This is an optimization exercise on Yosys and OpenROAD, whose aim is small area, not a production implementation.
The clock port is modelled as an ideal driver; clocking choices that lean on that would not hold on a real chip.

Setup of main:
==> module ts_speed, before the edit <==
module ts_speed(
    clk,
    rst,
    ts_din,
    ts_din_en,
    rate_dout,
    rate_dout_en,
    rate_con_start,
    rate_con_end
);
    input         clk;
    input         rst;
    input  [31:0] ts_din;
    input         ts_din_en;
    input         rate_con_start;
    input         rate_con_end;
    output [7:0]  rate_dout;
    output        rate_dout_en;
    localparam IDLE = 2'd0, RATE_START = 2'd1, RATE_REC = 2'd2, RATE_SEND = 2'd3;
    localparam [10:0] CNT_START = {9'd200, 2'd1};    
    wire rec_end  = ~cnt[10] & ~cnt[9] & cnt[6] & cnt[5] & cnt[4] & cnt[2] & cnt[1];
    wire send_end = cnt[7] & cnt[5] & cnt[4] & cnt[3] & cnt[2] & cnt[0];
    reg  [1:0]  st;
    reg         en_r;
    reg  [10:0] cnt;
    reg         oen;         
    reg  [6:0]  lo [1:15];
    reg  [3:0]  slot0, slot1, slot2, slot3;
    wire in_start = (st == RATE_START);
    wire in_rec   = (st == RATE_REC);
    wire clr      = in_start;
    always @(posedge clk) begin
        en_r <= ts_din_en;
        if (rst)
            st <= IDLE;
        else case (st)
            IDLE:       st <= rate_con_start ? RATE_START : IDLE;
            RATE_START: st <= rate_con_end ? IDLE : RATE_REC;
            RATE_REC:   st <= rate_con_end ? IDLE : rec_end ? RATE_SEND : RATE_REC;
            default:    st <= rate_con_end ? IDLE : send_end ? RATE_START : RATE_SEND;
        endcase
        oen <= ~rst & (st == RATE_SEND);
        if (in_start)
            cnt <= CNT_START;
        else begin
            cnt[1:0]  <= cnt[1] ? 2'd0 : cnt[1:0] + 2'd1;
            cnt[10:2] <= cnt[10:2] + cnt[1];
        end
    end
    reg        hit_r;
    reg  [3:0] idx_r;
    always @(posedge clk) begin
        hit_r <= in_rec & ts_din_en & ~en_r & (ts_din[31:4] == 28'd0);
        idx_r <= ts_din[3:0];
    end
    wire [3:0] sel = hit_r ? idx_r : cnt[5:2];
    reg  [6:0] rd;
    integer i;
    always @(*) begin
        rd = 7'd0;
        for (i = 1; i < 16; i = i + 1)
            if (sel == i) rd = lo[i];
    end
    wire hit  = hit_r;
    wire wrap = hit & (&rd);
    wire [6:0] wbus = clr ? 7'd0 : rd + 7'd1;
    genvar k;
    generate
        for (k = 1; k < 16; k = k + 1) begin : g_lo
            always @(posedge clk)
                if (clr | (hit & (sel == k)))
                    lo[k] <= wbus;
        end
    endgenerate
    always @(posedge clk) begin
        if (clr | wrap) begin
            slot0 <= clr ? 4'd0 : idx_r;
            slot1 <= clr ? 4'd0 : slot0;
            slot2 <= clr ? 4'd0 : slot1;
            slot3 <= clr ? 4'd0 : slot2;
        end
    end
    wire [3:0] ch = cnt[5:2];    
    wire [2:0] p = (slot0 == ch) + (slot1 == ch) + (slot2 == ch) + (slot3 == ch);
    wire [9:0] cval = {p, rd};
    wire [5:0] up     = cnt[7:2];
    wire [1:0] ph     = cnt[1:0];
    wire       is_cnt = up[5] & (up[3:0] != 4'd0);
    wire       lo_b   = oen & is_cnt & ph[1];       
    wire       mid_b  = oen & is_cnt & ph[0];       
    wire       h30    = oen & ~up[5] & ~up[0];      
    wire       h31    = oen & ~up[5] &  up[0];      
    wire       h32    = oen &  up[5] & (up[3:0] == 4'd0);   
    assign rate_dout[7:3] = {5{lo_b}} & cval[7:3];
    assign rate_dout[2]   = (lo_b & cval[2]) | h30;
    assign rate_dout[1]   = (lo_b & cval[1]) | (mid_b & cval[9]);
    assign rate_dout[0]   = (lo_b & cval[0]) | (mid_b & cval[8]) | (h30 & ph[1]) |
                            (h31 & ph[0]) | (h32 & ~ph[0]);
    assign rate_dout_en = oen;
endmodule
export LEC_CHECK = 0
export ABC_AREA = 1
export CAP_MARGIN = 20
export CORE_MARGIN = 2
export CORE_UTILIZATION = 60
export CTS_BUF_LIST = sky130_fd_sc_hd__clkbuf_8
export CTS_CLUSTER_DIAMETER = 100
export CTS_CLUSTER_SIZE = 50
export GPL_TIMING_DRIVEN = 0
export SLEW_MARGIN = 20
create_clock -name core_clock -period 5.0 [get_ports {clk}]
standard.sh (not shown) runs the stock make flow with config.mk's settings and CLKGATE_MAP_FILE= SYNTH_SCRIPT=/design/flow/synth_recipe.tcl, a recipe that flattens the netlist after the stock synthesis.
==> flow/flow/run.sh <==
#!/bin/bash
# Layout flow: the standard ORFS flow (standard.sh with synth_recipe.tcl)
# with these changes to how the layout is built:
#  - synthesis maps the logic with an area-oriented ABC script
#    (flow/abc_area.script, used through ABC_AREA=1 from a copy of ORFS's
#    scripts folder that differs only in that file); flip-flop mapping,
#    flattening and naming are the standard synthesis's;
#  - port buffers use sky130_fd_sc_hd__buf_1;
#  - clock tree synthesis inserts no dummy loads, and afterwards each leaf
#    clock buffer is shrunk to the smallest size that keeps every flip-flop clock
#    pin's slew under 110 ps (flow/post_cts.tcl).
# The make output goes to standard.log; each ORFS step keeps its own log
# under orfs/logs/.
set -euo pipefail
rm -rf myscripts
cp -r "$FLOW_HOME/scripts" myscripts
chmod -R u+w myscripts
cp -f flow/abc_area.script myscripts/abc_area.script
bash standard.sh \
  "SCRIPTS_DIR=$PWD/myscripts" \
  "POST_CTS_TCL=$PWD/flow/post_cts.tcl" \
  "BUFFER_PORTS_ARGS=-buffer_cell sky130_fd_sc_hd__buf_1" \
  "CTS_ARGS=-sink_clustering_enable -repair_clock_nets -sink_clustering_size 50 -sink_clustering_max_diameter 100 -buf_list sky130_fd_sc_hd__clkbuf_8 -dont_use_dummy_load" \
  finish > standard.log 2>&1
Other scripts of this flow, unchanged in this note and not shown: flow/flow/abc_area.script, flow/flow/post_cts.tcl
main: PASS, flow complete, no timing, DRC or antenna violations
What the feature branch does differently from main at the input level:
--- a/flow/design.v
+++ b/flow/design.v
@@ -23,11 +23,12 @@
     reg  [1:0]  st;
     reg         en_r;
     reg  [10:0] cnt;
     reg         oen;         
     reg  [6:0]  lo [1:15];
-    reg  [3:0]  slot0, slot1, slot2, slot3;
+    reg  [3:0]  slot0, slot1, slot2;
+    reg         f4;          
     wire in_start = (st == RATE_START);
     wire in_rec   = (st == RATE_REC);
     wire clr      = in_start;
     always @(posedge clk) begin
         en_r <= ts_din_en;
@@ -45,46 +46,48 @@
         else begin
             cnt[1:0]  <= cnt[1] ? 2'd0 : cnt[1:0] + 2'd1;
             cnt[10:2] <= cnt[10:2] + cnt[1];
         end
     end
-    reg        hit_r;
-    reg  [3:0] idx_r;
-    always @(posedge clk) begin
-        hit_r <= in_rec & ts_din_en & ~en_r & (ts_din[31:4] == 28'd0);
-        idx_r <= ts_din[3:0];
-    end
-    wire [3:0] sel = hit_r ? idx_r : cnt[5:2];
+    wire [3:0] sel = oen ? cnt[5:2] : ts_din[3:0];
     reg  [6:0] rd;
     integer i;
     always @(*) begin
         rd = 7'd0;
         for (i = 1; i < 16; i = i + 1)
             if (sel == i) rd = lo[i];
     end
-    wire hit  = hit_r;
-    wire wrap = hit & (&rd);
-    wire [6:0] wbus = clr ? 7'd0 : rd + 7'd1;
+    wire hit  = in_rec & ts_din_en & ~en_r & (ts_din[31:4] == 28'd0);
+    wire wrap  = hit & (&rd);
+    wire full  = (slot2 != 4'd0);
+    wire [6:0] inc  = rd + 7'd1;
+    wire [6:0] wbus = clr ? 7'd0 : {inc[6] | (wrap & full), inc[5:0]};
     genvar k;
     generate
         for (k = 1; k < 16; k = k + 1) begin : g_lo
             always @(posedge clk)
                 if (clr | (hit & (sel == k)))
                     lo[k] <= wbus;
         end
     endgenerate
     always @(posedge clk) begin
-        if (clr | wrap) begin
-            slot0 <= clr ? 4'd0 : idx_r;
+        if (clr | (wrap & ~full)) begin
+            slot0 <= clr ? 4'd0 : ts_din[3:0];
             slot1 <= clr ? 4'd0 : slot0;
             slot2 <= clr ? 4'd0 : slot1;
-            slot3 <= clr ? 4'd0 : slot2;
         end
+        if (clr | (wrap & full))
+            f4 <= ~clr;
     end
     wire [3:0] ch = cnt[5:2];    
-    wire [2:0] p = (slot0 == ch) + (slot1 == ch) + (slot2 == ch) + (slot3 == ch);
-    wire [9:0] cval = {p, rd};
+    wire [1:0] p3 = (slot0 == ch) + (slot1 == ch) + (slot2 == ch);
+    wire       m4 = f4 & rd[6];
+    wire [2:0] p  = p3 + m4;
+    reg  [2:0] p_r;
+    always @(posedge clk)
+        p_r <= p;
+    wire [9:0] cval = {p_r, rd[6] & ~f4, rd[5:0]};
     wire [5:0] up     = cnt[7:2];
     wire [1:0] ph     = cnt[1:0];
     wire       is_cnt = up[5] & (up[3:0] != 4'd0);
     wire       lo_b   = oen & is_cnt & ph[1];       
     wire       mid_b  = oen & is_cnt & ph[0];       
### Flow results
The higher setup skew after layout of main and the feature branch is in the feature branch.
The feature branch — die height about 1.6% lower, main as reference
Synthesis-to-finish area growth | the feature branch below main
met2 as the most congested layer reported by global routing was reported by main, and met1 by the feature branch.
In the feature branch relative to main, filler-free cell count of the finished design had gone down by a little under 10%.
Diff main -> the feature branch | wire length of the first global-routing pass | decrease of 0.99%
No functional check of the RTL was part of any run of this note.

## port drivers added, routing unchanged
No port has a modelled driver above. Below, the same layouts with a new extraction and two added sets of constraints. Step 1 assumes that a clkbuf_16 drives the clock port and a buf_2 every other input. Step 2 adds t to the input delays and takes it off the output delays; t is the mean of the earliest and latest rising clock arrival at the registers after step 1. Input paths then give back, and output paths get back, about the clock's delay inside the block. Slacks: ideal / step 1 / step 2; pairs: ideal / step 1.
run | t (ns) | slack for setup (ns) | worst setup path at the end
main | 0.442 | 0.137 / 0.102 / 0.252 | register to register
the feature branch | 0.415 | 0.261 / 0.235 / -0.068 | input to register
With both steps, setup timing fails in the feature branch, where it was met with ideal ports. The setup slack of the feature branch, which loses most, moves by -0.026 ns with the drivers and by -0.329 ns with both steps.
